From an optimization exercise on the open Yosys and OpenROAD flow, aimed at a short achievable clock period and few clock cycles; shortcuts taken in it are not production practice. In this exercise RTL edits were held to simulation tests only and were not proved equivalent to the original. Power and IR drop assume default switching activity.

## design/flow/design.v

```verilog
module cpu(
    input  wire                 clk_in,
    input  wire                 rst_in,
    input  wire                 rdy_in,
    input  wire [ 7:0]          mem_din,
    output wire [ 7:0]          mem_dout,
    output wire [31:0]          mem_a,
    output wire                 mem_wr
);
localparam IW = 6;               
localparam DW = 6;               
localparam IN = 1 << IW;
localparam DN = 1 << DW;
localparam ITW = 15 - IW;        
localparam DTW = 15 - DW;
localparam SBN = 4;              
localparam BW = 4;               
localparam BN = 1 << BW;
localparam BTW = 30 - BW;        
wire clk = clk_in;
wire rst = rst_in;
wire rdy = rdy_in;
reg  [31:0] pc_f;
reg         fd_v;
reg  [31:0] fd_pc;
reg  [31:0] fd_inst;
reg         fd_pred;       
reg         fd_bhit;       
reg  [1:0]  fd_ctr;
reg         de_v;
reg  [31:0] de_pc4;
reg  [31:0] de_target;
reg  [31:0] de_a;
reg  [31:0] de_b;
reg  [31:0] de_imm;
reg         de_bimm;
reg  [2:0]  de_f3;         
reg         de_sub;
reg         de_sra;
reg         de_link;       
reg         de_branch;
reg         de_jalr;
reg         de_pred;
reg  [31:0] de_pc;
reg         de_jal;
reg         de_bhit;
reg  [1:0]  de_ctr;
reg         de_load;
reg         de_store;
reg  [2:0]  de_mf3;        
reg  [4:0]  de_rd;
reg         de_wen;
reg         de_fa_m, de_fa_w, de_fb_m, de_fb_w;
reg         em_v;
reg  [31:0] em_pc;
reg  [31:0] em_addr;       
reg  [3:0]  em_bmask;      
reg         em_cross;      
reg  [DW-1:0] em_ai0, em_ai1, em_ai2, em_ai3, em_ait;
reg  [31:0] em_result;
reg  [31:0] em_sdata;
reg         em_load;
reg         em_store;
reg  [2:0]  em_f3;
reg  [4:0]  em_rd;
reg         em_wen;
reg         mw_v;
reg  [31:0] mw_result;
reg  [4:0]  mw_rd;
reg         mw_wen;
reg  [31:0] rf [1:31];
integer ri;
always @(posedge clk) begin
    if (rst) begin
        for (ri = 1; ri < 32; ri = ri + 1) rf[ri] <= 32'h0;
    end else if (mw_v && mw_wen && mw_rd != 5'd0) begin
        rf[mw_rd] <= mw_result;
    end
end
wire [32*IN-1:0]  idata;
wire [8*IN-1:0]   il0, il1, il2, il3;      
reg  [IW-1:0]     pci0, pci1, pci2, pci3;  
wire [ITW*IN-1:0] itag;
wire [IN-1:0]     ival;
wire [32*DN-1:0]  ddata;
wire [8*DN-1:0]   dl0, dl1, dl2, dl3;      
wire [DTW*DN-1:0] dtag;
wire [DN-1:0]     dval;
localparam B_IDLE = 2'd0, B_IF = 2'd1, B_LD = 2'd2, B_ST = 2'd3;
reg  [1:0]  bst;
reg  [31:0] b_base;
reg  [4:0]  b_iss;         
reg  [4:0]  b_len;         
reg  [3:0]  b_rcv;         
reg         b_v1;          
reg         b_v2;          
reg  [1:0]  b_v1i, b_v2i;  
reg  [23:0] b_buf;
reg         b_fill;        
reg         b_stale;       
reg  [31:0] mem_a_r;
reg  [7:0]  mem_dout_r;
reg         mem_wr_r;
assign mem_a = mem_a_r;
assign mem_dout = mem_dout_r;
assign mem_wr = mem_wr_r;
reg         ibuf_v;
reg  [31:0] ibuf;
reg         ldb_v;
reg  [31:0] ldb;
reg         dreq_r;        
reg  [31:0] dr_addr;
reg  [2:0]  dr_len;
reg         dr_fill;
wire        dwait = dreq_r || (bst == B_LD);
reg  [31:0] sb_addr [0:SBN-1];
reg  [31:0] sb_data [0:SBN-1];
reg  [2:0]  sb_len  [0:SBN-1];
reg  [1:0]  sb_head, sb_tail;
reg  [2:0]  sb_cnt;
wire        sb_empty = (sb_cnt == 3'd0);
wire        sb_full  = (sb_cnt == SBN);
wire [IW-1:0]  f_idx = pc_f[IW+1:2];
wire [ITW-1:0] f_tag = pc_f[16:IW+2];
wire [31:0]    f_cword = {il3[pci3*8 +: 8], il2[pci2*8 +: 8], il1[pci1*8 +: 8], il0[pci0*8 +: 8]};
wire [ITW-1:0] f_ctag = itag[f_idx*ITW +: ITW];
wire           f_chit = ival[f_idx] && (f_ctag == f_tag) && (pc_f[1:0] == 2'b00);
wire           f_hit = ibuf_v || f_chit;
wire [31:0]    f_inst = ibuf_v ? ibuf : f_cword;
reg            ireq;          
wire [BN-1:0]     bt_v;
wire [BTW*BN-1:0] bt_tag;
wire [32*BN-1:0]  bt_tgt;
wire [2*BN-1:0]   bt_ctr;
wire [BW-1:0]     fb_idx = pc_f[BW+1:2];
wire              f_bhit = bt_v[fb_idx] && (bt_tag[fb_idx*BTW +: BTW] == pc_f[31:BW+2]) && (pc_f[1:0] == 2'b00);
wire [1:0]        f_ctr = bt_ctr[fb_idx*2 +: 2];
wire              f_pred = f_bhit && f_ctr[1];
wire [31:0]       f_npc = f_pred ? bt_tgt[fb_idx*32 +: 32] : pc_f + 32'd4;
wire [31:0] inst = fd_inst;
wire [6:0]  d_op = inst[6:0];
wire [4:0]  d_rd = inst[11:7];
wire [2:0]  d_f3 = inst[14:12];
wire [4:0]  d_rs1 = inst[19:15];
wire [4:0]  d_rs2 = inst[24:20];
wire d_lui    = (d_op == 7'b0110111);
wire d_auipc  = (d_op == 7'b0010111);
wire d_jal    = (d_op == 7'b1101111);
wire d_jalr   = (d_op == 7'b1100111);
wire d_branch = (d_op == 7'b1100011);
wire d_load   = (d_op == 7'b0000011);
wire d_store  = (d_op == 7'b0100011);
wire d_opimm  = (d_op == 7'b0010011);
wire d_opreg  = (d_op == 7'b0110011);
wire d_use1 = d_jalr | d_branch | d_load | d_store | d_opimm | d_opreg;
wire d_use2 = d_branch | d_store | d_opreg;
wire d_wen  = (d_lui | d_auipc | d_jal | d_jalr | d_load | d_opimm | d_opreg) && (d_rd != 5'd0);
wire [31:0] imm_i = {{20{inst[31]}}, inst[31:20]};
wire [31:0] imm_s = {{20{inst[31]}}, inst[31:25], inst[11:7]};
wire [31:0] imm_b = {{19{inst[31]}}, inst[31], inst[7], inst[30:25], inst[11:8], 1'b0};
wire [31:0] imm_u = {inst[31:12], 12'h0};
wire [31:0] imm_j = {{11{inst[31]}}, inst[31], inst[19:12], inst[20], inst[30:21], 1'b0};
wire [31:0] d_imm = (d_lui | d_auipc) ? imm_u :
                    d_store ? imm_s : imm_i;
wire [31:0] d_target = fd_pc + (d_jal ? imm_j : imm_b);
wire        d_static = d_jal | (d_branch & inst[31] & !fd_bhit);
wire        d_pred = fd_pred ? (d_branch | d_jal) : d_static;
wire        d_fix = fd_pred ? !(d_branch | d_jal) : d_static;    
wire [31:0] d_pc4 = fd_pc + 32'd4;
wire [31:0] d_rtarget = fd_pred ? d_pc4 : d_target;
wire [31:0] rf1 = (d_rs1 == 5'd0) ? 32'h0 : rf[d_rs1];
wire [31:0] rf2 = (d_rs2 == 5'd0) ? 32'h0 : rf[d_rs2];
wire        wb1 = mw_v && mw_wen && (mw_rd == d_rs1);
wire        wb2 = mw_v && mw_wen && (mw_rd == d_rs2);
wire [31:0] r1 = wb1 ? mw_result : rf1;
wire [31:0] r2 = wb2 ? mw_result : rf2;
wire [31:0] d_a = d_lui ? 32'h0 : d_auipc ? fd_pc : r1;
wire        d_fa_m = d_use1 && de_v && de_wen && (de_rd == d_rs1);
wire        d_fa_w = d_use1 && em_v && em_wen && (em_rd == d_rs1);
wire        d_fb_m = d_use2 && de_v && de_wen && (de_rd == d_rs2);
wire        d_fb_w = d_use2 && em_v && em_wen && (em_rd == d_rs2);
wire        ld_use = fd_v && de_v && de_load && (d_fa_m || d_fb_m);
wire [31:0] e_a   = de_fa_m ? em_result : de_fa_w ? mw_result : de_a;
wire [31:0] e_rs2 = de_fb_m ? em_result : de_fb_w ? mw_result : de_b;
wire [31:0] e_b   = de_bimm ? de_imm : e_rs2;
function [32:0] ksadd;
    input [31:0] a;
    input [31:0] b;
    input        cin;
    reg   [31:0] p, gg, pp, ng, np;
    integer i, k;
    begin
        p = a ^ b;
        gg = a & b;
        gg[0] = gg[0] | (p[0] & cin);
        pp = p;
        for (k = 1; k < 32; k = k * 2) begin
            ng = gg;
            np = pp;
            for (i = k; i < 32; i = i + 1) begin
                ng[i] = gg[i] | (pp[i] & gg[i-k]);
                np[i] = pp[i] & pp[i-k];
            end
            gg = ng;
            pp = np;
        end
        ksadd[0] = p[0] ^ cin;
        for (i = 1; i < 32; i = i + 1) ksadd[i] = p[i] ^ gg[i-1];
        ksadd[32] = gg[31];
    end
endfunction
wire [32:0] e_add = ksadd(e_a, e_b ^ {32{de_sub}}, de_sub);
wire [31:0] e_sum = e_add[31:0];
wire [32:0] e_dif = ksadd(e_a, ~e_b, 1'b1);
wire        e_eq  = (e_a == e_b);
wire        e_ltu = !e_dif[32];
wire        e_lt  = (e_a[31] ^ e_b[31]) ? e_a[31] : e_dif[31];
wire [31:0] e_sll = e_a << e_b[4:0];
wire [31:0] e_srx = $signed({de_sra & e_a[31], e_a}) >>> e_b[4:0];
reg  [31:0] e_alu;
always @(*) begin
    case (de_f3)
    3'b000: e_alu = e_sum;
    3'b001: e_alu = e_sll;
    3'b010: e_alu = {31'h0, e_lt};
    3'b011: e_alu = {31'h0, e_ltu};
    3'b100: e_alu = e_a ^ e_b;
    3'b101: e_alu = e_srx;
    3'b110: e_alu = e_a | e_b;
    default: e_alu = e_a & e_b;
    endcase
end
reg e_taken;
always @(*) begin
    case (de_mf3)
    3'b000: e_taken = e_eq;
    3'b001: e_taken = !e_eq;
    3'b100: e_taken = e_lt;
    3'b101: e_taken = !e_lt;
    3'b110: e_taken = e_ltu;
    default: e_taken = !e_ltu;
    endcase
end
wire        e_redir = de_v && (de_jalr || (de_branch && (e_taken != de_pred)));
wire [31:0] e_target = de_jalr ? {e_sum[31:1], 1'b0} :
                       (e_taken ? de_target : de_pc4);
wire [31:0] e_result = de_link ? de_pc4 : e_alu;
wire [3:0]  e_bm0 = (de_mf3[1:0] == 2'b00) ? 4'b0001 : (de_mf3[1:0] == 2'b01) ? 4'b0011 : 4'b1111;
wire [3:0]  e_bmask = e_bm0 << e_sum[1:0];
wire        e_cross = (de_mf3[1:0] == 2'b01) ? (e_sum[1:0] == 2'b11) :
                      (de_mf3[1:0] == 2'b10) ? (e_sum[1:0] != 2'b00) : 1'b0;
wire [31:0]    m_addr = em_addr;
wire [DW-1:0]  m_idx = m_addr[DW+1:2];
wire [DTW-1:0] m_tag = m_addr[16:DW+2];
wire [7:0]     m_l0 = dl0[em_ai0*8 +: 8];
wire [7:0]     m_l1 = dl1[em_ai1*8 +: 8];
wire [7:0]     m_l2 = dl2[em_ai2*8 +: 8];
wire [7:0]     m_l3 = dl3[em_ai3*8 +: 8];
wire [31:0]    m_cword = {m_l3, m_l2, m_l1, m_l0};
wire [DTW-1:0] m_ctag = dtag[em_ait*DTW +: DTW];
wire           m_cable = (m_addr[17:16] != 2'b11);
wire [2:0]     m_len = (em_f3[1:0] == 2'b00) ? 3'd1 : (em_f3[1:0] == 2'b01) ? 3'd2 : 3'd4;
wire           m_cross = em_cross;
wire           m_hit = dval[em_ait] && (m_ctag == m_tag) && m_cable && !m_cross;
wire           m_ld_ok = ldb_v || m_hit;
wire           m_ld = em_v && em_load;
wire           m_miss = m_ld && !m_ld_ok;      
wire           m_stall = em_v && em_store && sb_full;
wire [1:0]     m_off = m_addr[1:0];
wire [7:0]     m_b0 = (m_off == 2'd0) ? m_l0 : (m_off == 2'd1) ? m_l1 :
                      (m_off == 2'd2) ? m_l2 : m_l3;
wire [7:0]     m_b1 = (m_off == 2'd0) ? m_l1 : (m_off == 2'd1) ? m_l2 : m_l3;
wire [7:0]     m_r0 = ldb_v ? ldb[7:0] : m_b0;
wire [7:0]     m_r1 = ldb_v ? ldb[15:8] : m_b1;
wire [15:0]    m_r23 = ldb_v ? ldb[31:16] : {m_l3, m_l2};
wire           m_isb = (em_f3[1:0] == 2'b00);
wire           m_ish = (em_f3[1:0] == 2'b01);
wire           m_sign = !em_f3[2] && (m_isb ? m_r0[7] : m_r1[7]);
wire [31:0]    m_ldata = {(m_isb || m_ish) ? {16{m_sign}} : m_r23,
                          m_isb ? {8{m_sign}} : m_r1,
                          m_r0};
wire [3:0]  m_bmask = em_bmask;
wire [31:0] m_sshift = em_sdata << {m_addr[1:0], 3'b000};
wire        m_st = em_v && em_store;
wire        m_st_upd = m_st && m_cable && !m_cross;    
wire        m_st_full = (em_f3[1:0] == 2'b10);
wire        m_st_flush = m_st && m_cross;
wire adv = !m_stall;                 
wire d_hold = ld_use || dwait;
wire d_redir = adv && !m_miss && !e_redir && !d_hold && fd_v && d_fix;
reg         rp_v;
reg  [31:0] rp_pc;
always @(posedge clk) begin
    if (rst) rp_v <= 1'b0;
    else rp_v <= m_miss;
    rp_pc <= em_pc;
end
wire [31:0] pc_nx = !adv ? pc_f :
                    rp_v ? rp_pc :
                    e_redir ? e_target :
                    d_hold ? pc_f :
                    d_redir ? d_rtarget :
                    f_hit ? f_npc : pc_f;
always @(posedge clk) begin
    pci0 <= rst ? {IW{1'b0}} : pc_nx[IW+1:2];
    pci1 <= rst ? {IW{1'b0}} : pc_nx[IW+1:2];
    pci2 <= rst ? {IW{1'b0}} : pc_nx[IW+1:2];
    pci3 <= rst ? {IW{1'b0}} : pc_nx[IW+1:2];
end
always @(posedge clk) begin
    if (rst) begin
        pc_f <= 32'h0;
        fd_v <= 1'b0;
        de_v <= 1'b0;
        em_v <= 1'b0;
        mw_v <= 1'b0;
    end else if (adv) begin
        mw_v <= em_v && !m_miss;
        em_v <= de_v && !m_miss;
        if (m_miss || rp_v) de_v <= 1'b0;
        else if (e_redir || d_hold) de_v <= 1'b0;
        else de_v <= fd_v;
        if (m_miss || rp_v || e_redir) fd_v <= 1'b0;
        else if (!d_hold) fd_v <= d_redir ? 1'b0 : f_hit;
        if (rp_v) pc_f <= rp_pc;
        else if (e_redir) pc_f <= e_target;
        else if (!d_hold) begin
            if (d_redir) pc_f <= d_rtarget;
            else if (f_hit) pc_f <= f_npc;
        end
    end
end
always @(posedge clk) begin
    if (adv) begin
        mw_result <= em_load ? m_ldata : em_result;
        mw_rd <= em_rd;
        mw_wen <= em_wen && !em_store;
        em_result <= e_result;
        em_pc <= de_pc;
        if (de_load || de_store) em_addr <= e_sum;
        em_bmask <= e_bmask;
        em_cross <= e_cross;
        if (de_load) em_ai0 <= e_sum[DW+1:2];
        em_ai1 <= e_sum[DW+1:2];
        if (de_load && de_v) em_ai2 <= e_sum[DW+1:2];
        if (de_load || de_branch) em_ai3 <= e_sum[DW+1:2];
        if (de_load || de_store || de_jalr) em_ait <= e_sum[DW+1:2];
        em_sdata <= e_rs2;
        em_load <= de_load;
        em_store <= de_store;
        em_f3 <= de_mf3;
        em_rd <= de_rd;
        em_wen <= de_wen;
        begin
            de_pc4 <= d_pc4;
            de_pc <= fd_pc;
            de_jal <= d_jal;
            de_bhit <= fd_bhit;
            de_ctr <= fd_ctr;
            de_target <= d_target;
            de_a <= d_a;
            de_b <= r2;
            de_imm <= d_imm;
            de_bimm <= !(d_opreg || d_branch);
            de_f3 <= (d_opimm || d_opreg) ? d_f3 : 3'b000;
            de_sub <= d_opreg && inst[30] && (d_f3 == 3'b000);
            de_sra <= inst[30];
            de_link <= d_jal || d_jalr;
            de_branch <= d_branch;
            de_jalr <= d_jalr;
            de_pred <= d_pred;
            de_load <= d_load;
            de_store <= d_store;
            de_mf3 <= d_f3;
            de_rd <= d_rd;
            de_wen <= d_wen;
            de_fa_m <= d_fa_m;
            de_fa_w <= d_fa_w && !d_fa_m;
            de_fb_m <= d_fb_m;
            de_fb_w <= d_fb_w && !d_fb_m;
            if (!d_hold) begin
                fd_pc <= pc_f;
                fd_inst <= f_inst;
                fd_pred <= f_pred;
                fd_bhit <= f_bhit;
                fd_ctr <= f_ctr;
            end
        end
    end
end
wire [31:0] sb_h_addr = sb_addr[sb_head];
wire [31:0] sb_h_data = sb_data[sb_head];
wire [2:0]  sb_h_len  = sb_len[sb_head];
wire        sb_push = !m_stall && m_st;
always @(posedge clk) begin
    if (rst) ireq <= 1'b0;
    else ireq <= !f_hit && (bst != B_IF) && !f_moves;
end
wire        b_pick_ld = dreq_r && sb_empty;
wire        b_pick_st = !b_pick_ld && !sb_empty && (dreq_r || sb_full || !ireq);
wire        b_pick_if = !b_pick_ld && !b_pick_st && ireq;
wire        sb_pop = rdy && (((bst == B_IDLE) && b_pick_st && sb_h_len == 3'd1) ||
                             ((bst == B_ST) && (b_iss + 5'd1 == b_len)));
wire        f_moves = adv && (rp_v || e_redir || (!d_hold && (d_redir || f_hit)));
wire        b_last_rx = b_v2 && ({1'b0, b_rcv} == b_len - 5'd1);
wire        b_wdone = b_v2 && (b_rcv[1:0] == 2'b11);    
wire [31:0] b_word = {mem_din, b_buf};
wire [31:0] b_word_sh;    
assign b_word_sh = (b_len == 5'd1) ? {24'h0, mem_din} :
                   (b_len == 5'd2) ? {16'h0, mem_din, b_buf[7:0]} :
                   {mem_din, b_buf};
wire        if_done = (bst == B_IF) && b_last_rx;
wire        ld_done = (bst == B_LD) && b_last_rx;
always @(posedge clk) begin
    if (rst) begin
        bst <= B_IDLE;
        b_iss <= 5'd0;
        b_len <= 5'd0;
        b_rcv <= 4'd0;
        b_v1 <= 1'b0;
        b_v2 <= 1'b0;
        b_fill <= 1'b0;
        mem_wr_r <= 1'b0;
        mem_a_r <= 32'h0;
        mem_dout_r <= 8'h0;
        sb_head <= 2'd0;
    end else if (rdy) begin
        b_v2 <= b_v1;
        b_v1 <= 1'b0;
        mem_wr_r <= 1'b0;
        if (b_v2) begin
            case (b_rcv[1:0])
            2'd0: b_buf[7:0] <= mem_din;
            2'd1: b_buf[15:8] <= mem_din;
            default: b_buf[23:16] <= mem_din;
            endcase
            b_rcv <= b_rcv + 4'd1;
        end
        case (bst)
        B_IDLE: begin
            b_rcv <= 4'd0;
            b_iss <= 5'd1;
            if (b_pick_ld) begin
                bst <= B_LD;
                b_fill <= dr_fill;
                if (dr_fill) begin
                    b_base <= {dr_addr[31:2], 2'b00};
                    mem_a_r <= {dr_addr[31:2], 2'b00};
                    b_len <= 5'd16 - {1'b0, dr_addr[3:2], 2'b00};
                end else begin
                    b_base <= dr_addr;
                    mem_a_r <= dr_addr;
                    b_len <= {2'b00, dr_len};
                end
                b_v1 <= 1'b1;
            end else if (b_pick_st) begin
                bst <= B_ST;
                b_base <= sb_h_addr;
                b_len <= {2'b00, sb_h_len};
                mem_a_r <= sb_h_addr;
                mem_dout_r <= sb_h_data[7:0];
                mem_wr_r <= 1'b1;
                if (sb_h_len == 3'd1) bst <= B_IDLE;
            end else if (b_pick_if) begin
                bst <= B_IF;
                b_base <= pc_f;
                b_len <= (pc_f[1:0] == 2'b00) ? 5'd16 - {1'b0, pc_f[3:2], 2'b00} : 5'd4;
                mem_a_r <= pc_f;
                b_v1 <= 1'b1;
            end
        end
        B_IF, B_LD: begin
            if (b_iss != b_len) begin
                mem_a_r <= b_base + {27'h0, b_iss};
                b_iss <= b_iss + 5'd1;
                b_v1 <= 1'b1;
            end
            if (b_last_rx) begin
                bst <= B_IDLE;
            end
        end
        default: begin  
            mem_a_r <= b_base + {27'h0, b_iss};
            case (b_iss[1:0])
            2'd1: mem_dout_r <= sb_h_data[15:8];
            2'd2: mem_dout_r <= sb_h_data[23:16];
            default: mem_dout_r <= sb_h_data[31:24];
            endcase
            mem_wr_r <= 1'b1;
            b_iss <= b_iss + 5'd1;
            if (b_iss + 5'd1 == b_len) bst <= B_IDLE;
        end
        endcase
        if (sb_pop) sb_head <= sb_head + 2'd1;
    end
end
always @(posedge clk) begin
    if (rst) begin
        b_stale <= 1'b0;
        ibuf_v <= 1'b0;
        ldb_v <= 1'b0;
        dreq_r <= 1'b0;
        sb_tail <= 2'd0;
        sb_cnt <= 3'd0;
    end else begin
        if (f_moves) begin
            b_stale <= 1'b1;
            ibuf_v <= 1'b0;
        end
        if (rdy && bst == B_IDLE && b_pick_if) b_stale <= f_moves;
        if (rdy && if_done && b_base[1:0] != 2'b00 && !b_stale && !f_moves) ibuf_v <= 1'b1;
        if (adv && m_ld) ldb_v <= 1'b0;
        if (rdy && ld_done && !b_fill) begin
            ldb_v <= 1'b1;
            ldb <= b_word_sh;
        end
        if (m_miss) dreq_r <= 1'b1;
        if (m_ld) begin
            dr_addr <= m_addr;
            dr_len <= m_len;
            dr_fill <= m_cable && !m_cross;
        end
        if (rdy && bst == B_IDLE && b_pick_ld) dreq_r <= 1'b0;
        if (sb_push) sb_tail <= sb_tail + 2'd1;
        sb_cnt <= sb_cnt + {2'd0, sb_push} - {2'd0, sb_pop};
    end
end
always @(posedge clk) begin
    if (rdy && if_done) ibuf <= b_word;
end
always @(posedge clk) begin
    if (sb_push) begin
        sb_addr[sb_tail] <= m_addr;
        sb_data[sb_tail] <= em_sdata;
        sb_len[sb_tail] <= m_len;
    end
end
wire [IW-1:0] if_widx = b_base[IW+1:2] + {{(IW-2){1'b0}}, b_rcv[3:2]};
wire          if_wr = (bst == B_IF) && b_wdone && (b_base[1:0] == 2'b00);
wire [DW-1:0] ld_widx = b_base[DW+1:2] + {{(DW-2){1'b0}}, b_rcv[3:2]};
wire          ld_wr = (bst == B_LD) && b_wdone && b_fill;
wire [1:0] e_ctr_inc = (de_ctr == 2'b11) ? 2'b11 : de_ctr + 2'd1;
wire [1:0] e_ctr_dec = (de_ctr == 2'b00) ? 2'b00 : de_ctr - 2'd1;
wire       bt_we_e = adv && de_v && (de_pc[1:0] == 2'b00) &&
                   (de_jal || (de_branch && (de_bhit || e_taken)));
wire [1:0] bt_wctr_e = de_jal ? 2'b11 : !de_bhit ? 2'b10 : e_taken ? e_ctr_inc : e_ctr_dec;
reg           bt_we;
reg  [1:0]    bt_wctr;
reg  [31:0]   bt_wpc;
reg  [31:0]   bt_wtgt;
always @(posedge clk) begin
    if (rst) bt_we <= 1'b0;
    else bt_we <= bt_we_e;
    bt_wctr <= bt_wctr_e;
    bt_wpc <= de_pc;
    bt_wtgt <= de_target;
end
wire [BW-1:0] bt_widx = bt_wpc[BW+1:2];
genvar g;
generate
for (g = 0; g < BN; g = g + 1) begin : btb
    reg           v;
    reg [BTW-1:0] t;
    reg [31:0]    a;
    reg [1:0]     c;
    assign bt_v[g] = v;
    assign bt_tag[g*BTW +: BTW] = t;
    assign bt_tgt[g*32 +: 32] = a;
    assign bt_ctr[g*2 +: 2] = c;
    always @(posedge clk) begin
        if (bt_we && bt_widx == g) begin
            t <= bt_wpc[31:BW+2];
            a <= bt_wtgt;
            c <= bt_wctr;
        end
    end
    always @(posedge clk) begin
        if (rst) v <= 1'b0;
        else if (bt_we && bt_widx == g) v <= 1'b1;
    end
end
for (g = 0; g < IN; g = g + 1) begin : icache
    reg [31:0]    d;
    reg [ITW-1:0] t;
    reg           v;
    assign idata[g*32 +: 32] = d;
    assign il0[g*8 +: 8] = d[7:0];
    assign il1[g*8 +: 8] = d[15:8];
    assign il2[g*8 +: 8] = d[23:16];
    assign il3[g*8 +: 8] = d[31:24];
    assign itag[g*ITW +: ITW] = t;
    assign ival[g] = v;
    always @(posedge clk) begin
        if (if_wr && if_widx == g) begin
            d <= b_word;
            t <= b_base[16:IW+2];
        end
    end
    always @(posedge clk) begin
        if (rst) v <= 1'b0;
        else if (if_wr && if_widx == g) v <= 1'b1;
    end
end
for (g = 0; g < DN; g = g + 1) begin : dcache
    reg [31:0]    d;
    reg [DTW-1:0] t;
    reg           v;
    assign ddata[g*32 +: 32] = d;
    assign dl0[g*8 +: 8] = d[7:0];
    assign dl1[g*8 +: 8] = d[15:8];
    assign dl2[g*8 +: 8] = d[23:16];
    assign dl3[g*8 +: 8] = d[31:24];
    assign dtag[g*DTW +: DTW] = t;
    assign dval[g] = v;
    wire fill_g = ld_wr && (ld_widx == g);
    wire st_g = m_st_upd && (m_idx == g);
    always @(posedge clk) begin
        if (fill_g) begin
            d <= b_word;
            t <= b_base[16:DW+2];
        end else if (st_g) begin
            if (m_bmask[0]) d[7:0]   <= m_sshift[7:0];
            if (m_bmask[1]) d[15:8]  <= m_sshift[15:8];
            if (m_bmask[2]) d[23:16] <= m_sshift[23:16];
            if (m_bmask[3]) d[31:24] <= m_sshift[31:24];
            if (m_st_full) t <= m_tag;
        end
    end
    always @(posedge clk) begin
        if (rst || m_st_flush) v <= 1'b0;
        else if (fill_g) v <= 1'b1;
        else if (st_g) v <= m_st_full || m_hit;
    end
end
endgenerate
endmodule
```

## design/flow/run.sh

```bash
#!/bin/bash
# synth_recipe.tcl (not shown) runs the flow's synth.tcl, then flattens the netlist and writes it again
# the make line also repeats each setting of config.mk as NAME=value (left out here)
make -C /OpenROAD-flow-scripts/flow DESIGN_CONFIG=/design/flow/config.mk WORK_HOME=/design/flow/orfs CLKGATE_MAP_FILE= SYNTH_SCRIPT=/design/flow/synth_recipe.tcl finish
```

## design/flow/config.mk

```make
export PLATFORM = sky130hd
export DESIGN_NAME = cpu
export DESIGN_NICKNAME = cpu
export VERILOG_FILES = /design/flow/design.v
export SDC_FILE = /design/flow/constraint.sdc
export NUM_CORES = 4
export LEC_CHECK = 0
export ABC_CLOCK_PERIOD_IN_PS = 3500
export CAP_MARGIN = 20
export CORE_MARGIN = 2
export CORE_UTILIZATION = 40
export SETUP_SLACK_MARGIN = 4.5
export SLEW_MARGIN = 20
export TNS_END_PERCENT = 50
```

## design/flow/constraint.sdc

```tcl
create_clock -name core_clock -period 10.0 [get_ports {clk_in}]
set_input_delay 2.0000 -clock core_clock [delete_from_list [all_inputs] [get_ports {clk_in}]]
set_output_delay 2.0000 -clock core_clock [all_outputs]
set_load 0.01 [all_outputs]
```

==> results.tsv, run 1 <==
stage	metric	value	unit
outcome	status	no timing/DRC/antenna violations	
layout	Multi-input gate area	126000	sq um
job	MaxCap Viol Count	0	
timing	Final min period	5680	ps
clocking	Root Buffer	clkbuf_16	
grt	vias in the first global route	229766	
grt	largest net degree at the start of global routing	131	
logic_synthesis	synthesis-stage register bit count	8516	
layout	final core utilization	0.450	
timing	slew at the pin closest to its max-slew limit	1290	ps
placement	DP Cell Count	37463	
floorplanning	IO Pins	52	
floorplanning	Starting Density	0.401	
timing	Worst Skew	138	ps
clocking	CTS tree	done	
clocking	TritonCTS Buffers	886	
layout	commonest non-fill, non-tap cells in the layout	edfxtp_1 (8154), nand2_1 (4074), mux4_2 (2550), o21ai_0 (2009), nor2_1 (1282)	
setup_path	critical path class	flip-flop to flip-flop	
setup_path	slowest stage delay, CP	740	ps
pwr	Power, Total	73.0	mW
setup_path	CP max-delay cell	a221oi_1	
floorplanning	DIE AREA	971000	sq um
logic_synthesis	synthesized area	385000	sq um
logic_synthesis	Main synth FF type	edfxtp_1	
logic_synthesis	Syn. warnings	1	
grt	initial antenna violation count	150	
timing	final hold violations	0	
logic_synthesis	ys async rst share	0	
routing	via count	243420	
layout	Layout fillers	83349	
clocking	clk sinks	8516	
timing	setup violators final	0	
setup_path	CP Launch Type	flip-flop	
setup_path	nature of the critical path endpoint	flip-flop	
floorplanning	Rows	360	
routing	DRT Pass-1 Iters	8	
floorplanning	Core ar.	961000	sq um
layout	most common cell after layout, fill and taps aside	edfxtp_1	
setup_path	crit path buf inv count	4	
logic_synthesis	Post-Syn Instances	26002	
clocking	clk buf depth	5	
logic_synthesis	Post-synth EDFFs	8154	
routing	DRC errors left	0	
clocking	H-tree depth	6	
logic_synthesis	sequential fraction of the synthesis area	0.654	
layout	nets@finish	25842	
routing	post-DR wirelength/cell	34.9	microns
timing	Max Freq	0.176	GHz
logic_synthesis	Synth Area per Inst	14.8	sq um
placement	routability cong.	0.968	
setup_path	Worst path most repeated cell	buf_4	
min_path	HP Class	flip-flop to flip-flop	
placement	port bufs	51	
timing	Worst slew margin	0.136	
clocking	Clk Latency, worst-skew pair	1170	ps
layout	share of layout cells above drive strength 1	0.205	
timing	setup TNS	0	ps
setup_path	crit path DAT	6670	ps
floorplanning	Die Span X	986	microns
grt	grt ovf	0	
timing	RSZ-0062 raised after global routing	yes	
layout	non-filler cells, final	39366	
layout	Seq. cell area	252000	sq um
layout	area grow syn2layout	12.3	%
logic_synthesis	Synth cell types	107	
pwr	Pwr Density	169	nW/um^2
setup_path	Worst EP required	10990	ps
grt	GRT Overall Usage	0.276	
routing	final wirelength	1380000	microns
setup_path	worst path cell trace	buf_4 -> buf_6 -> mux4_2 -> a22o_1 -> a221oi_1 -> xor2_1 -> o32a_1 -> o2111a_1 -> nand4_1 -> o21ai_4 -> buf_4 -> and2_2 -> buf_8 -> mux2_2 -> a2111o_1 -> a221oi_2	
pwr	Static Leak	142	nW
timing	Max Slew Vio Count	0	
routing	Routed Antenna Nets	0	
grt	first-pass GRT wire length	1880000	microns
setup_path	largest fanout on the critical path	35	
placement	hpwl dp	859000	microns
routing	initial drt markers	40108	
clocking	CTS clk-pin slew, worst paths	60	ps
routing	drt via density	6.18	
floorplanning	Die Height	986	microns
pwr	peak supply drop	0.173	mV
timing	final period utilization	0.568	
setup_path	cell family with most CP delay	compound AO/OA/AOI/OAI gates	
[synth_stat cells (14+ instances only)]
master	n	area, sq um
nor3_1	91	455
a221oi_1	67	587
a2111oi_0	17	149
buf_1	290	1090
nand3_1	188	941
ha_1	184	2300
a21o_1	99	743
edfxtp_1	8154	245000
a21boi_0	14	105
o31ai_1	91	683
nand3b_1	17	128
xor2_1	72	631
buf_2	164	821
o211ai_1	58	435
o22ai_1	61	382
o21ai_0	2048	10200
mux4_2	2550	57400
o221ai_1	35	307
nor4_1	21	131
mux2_2	146	1640
a31oi_1	37	231
a21oi_1	996	4980
nand2_1	4094	15400
a22o_1	37	324
nand4_1	46	288
a221o_1	37	370
dfxtp_1	362	7250
o21a_1	17	128
a22oi_1	107	803
inv_1	204	766
nor2b_1	68	425
and2_1	1071	6700
and3_1	42	263
buf_4	53	398
or2_2	28	175
nor2_1	1471	5520
nand2b_1	72	450
xnor2_1	196	1720
clkbuf_1	1810	6790
a211oi_1	95	713
buf_6	18	203
or3_1	18	113
mux2i_1	527	5280
[report_power, final]
| part | switching (mW) | internal, mW | total [mW] |
|---|---|---|---|
| Combinational | 1.20 | 0.512 | 1.72 |
| Sequential | 0.185 | 38.9 | 39.1 |
| Clock | 14.3 | 18.0 | 32.3 |
| Total | 15.7 | 57.3 | 73.0 |
[stage by stage]
stage          cell area [sq um]  hold WS, ps  setup WS, ps
2_1_floorplan             386000          323          4460
3_3_place_gp              402000          326          2090
3_5_place_dp              402000          327          2110
4_1_cts                   432000          239          4470
5_1_grt                   433000          247          4220
6_report                  433000          248          4320
[logic make-up (layout without fill, tap and decap cells)]
kind of cell    count (synthesis)  count (layout)  share of synthesized area
xor+xnor                      268             268                    0.00609
mux                          3225            3225                      0.167
flops                        8516            8516                      0.654
compound gates               3967            3967                     0.0586
other cells                     1             188                 0.00000973
fa+ha+maj                     191             191                    0.00631
buf+inv                      2554            2878                     0.0264
simple gates                 7280            7282                     0.0815
[path summary, 6_finish.rpt]
kind | endpoint | cells past startpoint | slack (ps) | startpoint
worst max-delay path | pc_f[23]$_SDFFE_PP0P_ | 16 | 4320 | em_ait[0]$_DFFE_PP_
worst min register to register | rp_pc[3]$_DFF_P_ | 0 | 250 | em_pc[3]$_DFFE_PN_
worst max register to register | pc_f[23]$_SDFFE_PP0P_ | 16 | 4320 | em_ait[0]$_DFFE_PP_
worst min-delay path | rp_pc[3]$_DFF_P_ | 0 | 250 | em_pc[3]$_DFFE_PN_
[routing by layer]
layer | routed length, microns | GRT usage | up-vias
met5 | 572 | 0 | -
met4 | 69700 | 0.115 | 46
met3 | 172000 | 0.0740 | 2734
met2 | 619000 | 0.422 | 16039
met1 | 514000 | 0.375 | 126112
li1 | - | - | 98489
[sequential cells by signal, indices dropped and copies added, names as in the netlist, 64 cells and up, named ones only]
register and flops:
btb.a 512, icache.v 64, sb_addr 128, btb.t 416, sb_data 128, rf 1024
icache.t 576, dcache.t 576, dcache.d 2048, dcache.v 64, icache.d 2048
[layout make-up]
cell class	instances	area share
clock inverter	464	0.00929
timing repair buffer	1058	0.0222
antenna	156	0.000902
clock buffer	1142	0.0545
inverter	214	0.00197
sequential	8516	0.583
tap	12851	0.0372
multi-input combinational	14965	0.291
[timing repair]
item / 4_1_cts / 5_1_grt
pin swaps: 21 / 10
hold buffers: 0 / 0
gates resized for setup: 169 / 62
buffers inserted: 88 / 15
gates cloned: 21 / 4
setup endpoints to repair: 107 / 53
Testbench counts, summed over its fixed seeds: cycles 389,836.
==> inputs of run 2 (changes only) <==
--- a/design/flow/design.v
+++ b/design/flow/design.v
@@ -112,7 +112,9 @@
 reg  [31:0] dr_addr;
 reg  [2:0]  dr_len;
 reg         dr_fill;
-wire        dwait = dreq_r || (bst == B_LD);
+reg         b_w0;          
+reg         lwait;         
+wire        dwait = dreq_r || lwait || ((bst == B_LD) && (!b_fill || !b_w0));
 reg  [31:0] sb_addr [0:SBN-1];
 reg  [31:0] sb_data [0:SBN-1];
 reg  [2:0]  sb_len  [0:SBN-1];
@@ -265,7 +267,8 @@
 wire           m_ld_ok = ldb_v || m_hit;
 wire           m_ld = em_v && em_load;
 wire           m_miss = m_ld && !m_ld_ok;      
-wire           m_stall = em_v && em_store && sb_full;
+wire           m_stall = em_v && em_store && (sb_full || ((bst == B_LD) && b_fill));
+wire           m_line_busy = (bst == B_LD) && b_fill && (m_addr[16:4] == b_base[16:4]) && (m_addr[3:2] >= b_base[3:2]);
 wire [1:0]     m_off = m_addr[1:0];
 wire [7:0]     m_b0 = (m_off == 2'd0) ? m_l0 : (m_off == 2'd1) ? m_l1 :
                       (m_off == 2'd2) ? m_l2 : m_l3;
@@ -420,6 +423,7 @@
         b_v1 <= 1'b0;
         b_v2 <= 1'b0;
         b_fill <= 1'b0;
+        b_w0 <= 1'b0;
         mem_wr_r <= 1'b0;
         mem_a_r <= 32'h0;
         mem_dout_r <= 8'h0;
@@ -443,6 +447,7 @@
             if (b_pick_ld) begin
                 bst <= B_LD;
                 b_fill <= dr_fill;
+                b_w0 <= 1'b0;
                 if (dr_fill) begin
                     b_base <= {dr_addr[31:2], 2'b00};
                     mem_a_r <= {dr_addr[31:2], 2'b00};
@@ -470,6 +475,7 @@
             end
         end
         B_IF, B_LD: begin
+            if (b_wdone) b_w0 <= 1'b1;
             if (b_iss != b_len) begin
                 mem_a_r <= b_base + {27'h0, b_iss};
                 b_iss <= b_iss + 5'd1;
@@ -500,6 +506,7 @@
         ibuf_v <= 1'b0;
         ldb_v <= 1'b0;
         dreq_r <= 1'b0;
+        lwait <= 1'b0;
         sb_tail <= 2'd0;
         sb_cnt <= 3'd0;
     end else begin
@@ -514,7 +521,9 @@
             ldb_v <= 1'b1;
             ldb <= b_word_sh;
         end
-        if (m_miss) dreq_r <= 1'b1;
+        if (m_miss && !m_line_busy) dreq_r <= 1'b1;
+        if (m_miss && m_line_busy) lwait <= 1'b1;
+        else if (bst != B_LD) lwait <= 1'b0;
         if (m_ld) begin
             dr_addr <= m_addr;
             dr_len <= m_len;
==> results.tsv, run 2 <==
stage	metric	value	unit	change
grt	first-pass GRT wire length	1880000	microns	about the same
routing	Routed Antenna Nets	0		unchanged
placement	DP Cell Count	37551		was 37463
pwr	peak supply drop	0.159	mV	was 0.173 mV
clocking	CTS Hold Bufs	0		unchanged
logic_synthesis	mux cell area share after synthesis	0.167		about the same
routing	final wirelength	1370000	microns	was 1380000 microns
floorplanning	Starting Density	0.401		about the same
routing	post-DR wirelength/cell	34.9	microns	about the same
routing	drt via density	6.15		was 6.18
timing	final hold violations	0		unchanged
logic_synthesis	Post-Syn Instances	26128		was 26002
timing	Max Slew Vio Count	0		unchanged
logic_synthesis	Synth cell types	101		was 107
routing	DRT Pass-1 Iters	7		was 8
layout	top flop regs	dcache.d x2048, icache.d x2048, rf x1024		unchanged
routing	initial drt markers	38591		was 40108
setup_path	crit path DAT	6980	ps	was 6670 ps
floorplanning	Core ar.	962000	sq um	was 961000 sq um
logic_synthesis	Syn. warnings	1		unchanged
logic_synthesis	ranking of synthesized cells by area	edfxtp_1 (63%), mux4_2 (15%), nand2_1 (4.2%), o21ai_0 (2.6%), dfxtp_1 (1.9%)		was edfxtp_1 (64%), mux4_2 (15%), nand2_1 (4.0%), o21ai_0 (2.7%), dfxtp_1 (1.9%)
clocking	clk buf depth	5		unchanged
grt	GRT Overall Usage	0.277		was 0.276
min_path	HP Class	flip-flop to flip-flop		unchanged
layout	area grow syn2layout	12.5	%	was 12.3%
clocking	Root Buffer	clkbuf_16		unchanged
setup_path	CP Launch Type	flip-flop		unchanged
clocking	CTS tree	done		unchanged
layout	share of layout cells above drive strength 1	0.206		was 0.205
timing	RSZ-0062 raised after global routing	yes		unchanged
setup_path	largest fanout on the critical path	6		was 35
outcome	status	no timing/DRC/antenna violations		unchanged
timing	setup ws final	4090	ps	was 4320 ps
logic_synthesis	synthesized area	386000	sq um	was 385000 sq um
layout	commonest non-fill, non-tap cells in the layout	edfxtp_1 (8154), nand2_1 (4336), mux4_2 (2559), o21ai_0 (1927), nor2_1 (1079)		was edfxtp_1 (8154), nand2_1 (4074), mux4_2 (2550), o21ai_0 (2009), nor2_1 (1282)
clocking	clk sinks	8518		was 8516
timing	Worst slew margin	0.163		was 0.136
grt	vias in the first global route	229543		was 229766
logic_synthesis	synthesis-stage register bit count	8518		was 8516
setup_path	Worst EP required	11070	ps	was 10990 ps
clocking	Clk Latency, worst-skew pair	1240	ps	was 1170 ps
floorplanning	Die Span X	986	microns	about the same
logic_synthesis	Main synth FF type	edfxtp_1		unchanged
logic_synthesis	sequential fraction of the synthesis area	0.653		was 0.654
logic_synthesis	Synth top area share	0.634		was 0.635
timing	setup TNS	0	ps	unchanged
placement	pre-CTS WS	2450	ps	was 2110 ps
grt	grt ovf	0		unchanged
placement	routability cong.	0.990		was 0.968
logic_synthesis	Synth Area in XOR/XNOR	0.00649		was 0.00609
setup_path	Worst path most repeated cell	buf_12		was buf_4
setup_path	critical path class	flip-flop to flip-flop		unchanged
clocking	CTS clk-pin slew, worst paths	60	ps	about the same
clocking	H-tree depth	6		unchanged
pwr	Pwr Density	170	nW/um^2	was 169 nW/um^2
setup_path	CP max-delay cell	edfxtp_1		was a221oi_1
setup_path	nature of the critical path endpoint	flip-flop		unchanged
logic_synthesis	largest family of logic cells by synthesized area	multiplexers		unchanged
pwr	Static Leak	143	nW	was 142 nW
setup_path	slowest stage delay, CP	390	ps	was 740 ps
logic_synthesis	ys async rst share	0		unchanged
pwr	Power, Total	73.7	mW	was 73.0 mW
grt	initial antenna violation count	101		was 150
logic_synthesis	post-synthesis simple-gate area fraction	0.0831		was 0.0815
floorplanning	Rows	360		unchanged
placement	port bufs	51		unchanged
floorplanning	IO Pins	52		unchanged
layout	most common cell after layout, fill and taps aside	edfxtp_1		unchanged
timing	hold_ws	337	ps	was 248 ps
timing	Final min period	5910	ps	was 5680 ps
logic_synthesis	Post-synth EDFFs	8154		unchanged
timing	setup violators final	0		unchanged
routing	via count	241963		was 243420
floorplanning	DIE AREA	973000	sq um	was 971000 sq um
timing	Worst Skew	177	ps	was 138 ps
clocking	TritonCTS Buffers	895		was 886
timing	final period utilization	0.591		was 0.568
grt	largest net degree at the start of global routing	131		unchanged
layout	nets@finish	25938		was 25842
logic_synthesis	count leader, synth	edfxtp_1		unchanged
placement	hpwl dp	856000	microns	was 859000 microns
layout	non-filler cells, final	39348		was 39366
job	MaxCap Viol Count	0		unchanged
floorplanning	Die Height	986	microns	about the same
logic_synthesis	Synth Area in Adders	0.00637		was 0.00631
logic_synthesis	Synth Area per Inst	14.8	sq um	about the same
logic_synthesis	Post-synth top cells	edfxtp_1 (8154), nand2_1 (4355), mux4_2 (2559), o21ai_0 (1994), clkbuf_1 (1873)		was edfxtp_1 (8154), nand2_1 (4094), mux4_2 (2550), o21ai_0 (2048), clkbuf_1 (1810)
layout	Layout fillers	82885		was 83349
routing	DRC errors left	0		unchanged
logic_synthesis	area leader, netlist	edfxtp_1		unchanged
timing	Max Freq	0.169	GHz	was 0.176 GHz
timing	slew at the pin closest to its max-slew limit	1250	ps	was 1290 ps
logic_synthesis	Compound-Gate Fraction of Synth Area	0.0568		was 0.0586
## run 2: timing repair
| item | in CTS | in global routing |
|---|---|---|
| gates cloned | 20 | 4 |
| gates resized for setup | 217 | 82 |
| endpoints found under the setup margin | 170 | 125 |
| buffers inserted | 89 | 24 |
| pin swaps | 37 | 28 |
## run 2: logic make-up (layout without fill, tap and decap cells)
group | after synthesis | in the layout
AND/OR/NAND/NOR | 7399 | 7399
flip-flops | 8518 | 8518
AO/OA/AOI/OAI | 3863 | 3864
other | 1 | 100
buffers and inverters | 2619 | 2888
XOR/XNOR | 286 | 286
adder cells (fa/ha/maj) | 193 | 193
multiplexers | 3249 | 3249
## run 2: final timing paths
check	from	to	slack, ps	depth (start not counted)
max	de_fb_w$_DFFE_PN_	pc_f[6]$_SDFFE_PP0P_	4090	30
min	em_pc[17]$_DFFE_PN_	rp_pc[17]$_DFF_P_	340	0
max reg2reg	de_fb_w$_DFFE_PN_	pc_f[6]$_SDFFE_PP0P_	4090	30
min reg2reg	em_pc[17]$_DFFE_PN_	rp_pc[17]$_DFF_P_	340	0
## run 2: final cells by class
type | count | area, sq um | area share
Multi-Input combinational cell | 15023 | 127000 | 0.293
Sequential cell | 8518 | 252000 | 0.581
Timing Repair inverter | 1 | 8.76 | 0.0000202
Timing Repair Buffer | 1080 | 9660 | 0.0222
Inverter | 216 | 863 | 0.00199
Tap cell | 12851 | 16100 | 0.0370
Antenna cell | 68 | 170 | 0.000392
Clock buffer | 1143 | 23900 | 0.0550
Clock inverter | 448 | 4240 | 0.00976
## run 2: worst max-delay path, delay by kind of cell, from the launching register on
| family | cells | cell delay [ps] |
|---|---|---|
| adders and majority gates | 2 | 410 |
| xor gates and xnor gates | 1 | 180 |
| DFF | 1 | 390 |
| muxes | 1 | 190 |
| buffers and inverters | 8 | 1200 |
| AOI/OAI and AO/OA | 16 | 2970 |
| and+or+nand+nor | 2 | 480 |
## run 2: stage by stage
| stage | cell area [sq um] | util |
|---|---|---|
| after detailed placement | 403000 | 0.419 |
| after global routing | 434000 | 0.452 |
| final | 434000 | 0.452 |
| after floorplan | 386000 | - |
| after CTS | 433000 | 0.451 |
| after global placement | 403000 | 0.419 |
## run 2: routing by layer
layer	global-route usage	wire length (microns)
met1	0.369	510000
met2	0.421	618000
met3	0.0732	163000
met4	0.139	82300
met5	0	195
## run 2: power by group
| part | leakage, nW | total, mW | switching [mW] | internal, mW |
|---|---|---|---|---|
| registers | 79.1 | 39.1 | 0.175 | 38.9 |
| logic | 50.2 | 1.78 | 1.26 | 0.515 |
| clock network | 13.8 | 32.9 | 14.2 | 18.7 |
| total | 143 | 73.7 | 15.6 | 58.1 |
Testbench counts of run 2, summed over its fixed seeds: cycles 382,762.

==> separate check: timing with driven ports <==
How much do the figures lean on ideal ports? The routed layouts below were timed once more, with nothing changed but the port constraints.
Step 1, drivers: a clkbuf_16 drives clk_in and a buf_2 each remaining input, both assumed.
Step 2, shift: input delay + t, output delay - t, t = (earliest + latest rising clock arrival at the registers) / 2. This alone moves slack from input paths to output paths.
Slacks: ideal ports / drivers / drivers and shift; pairs: ideal ports / drivers.
| run | t, ns | slack for setup (ns) | hold WS [ns] | worst register clock-pin slew, ns |
|---|---|---|---|---|
| run 1 | 1.267 | 4.316 / 4.316 / 4.091 | 0.248 / 0.248 / 0.248 | 0.07 / 0.07 |
| run 2 | 1.325 | 4.088 / 4.088 / 4.088 | 0.337 / 0.337 / 0.337 | 0.07 / 0.07 |
After both steps every run listed still meets setup and hold. For run 1, which loses most, drivers alone change the setup slack by 0.000 ns; drivers and shift together by -0.225 ns.
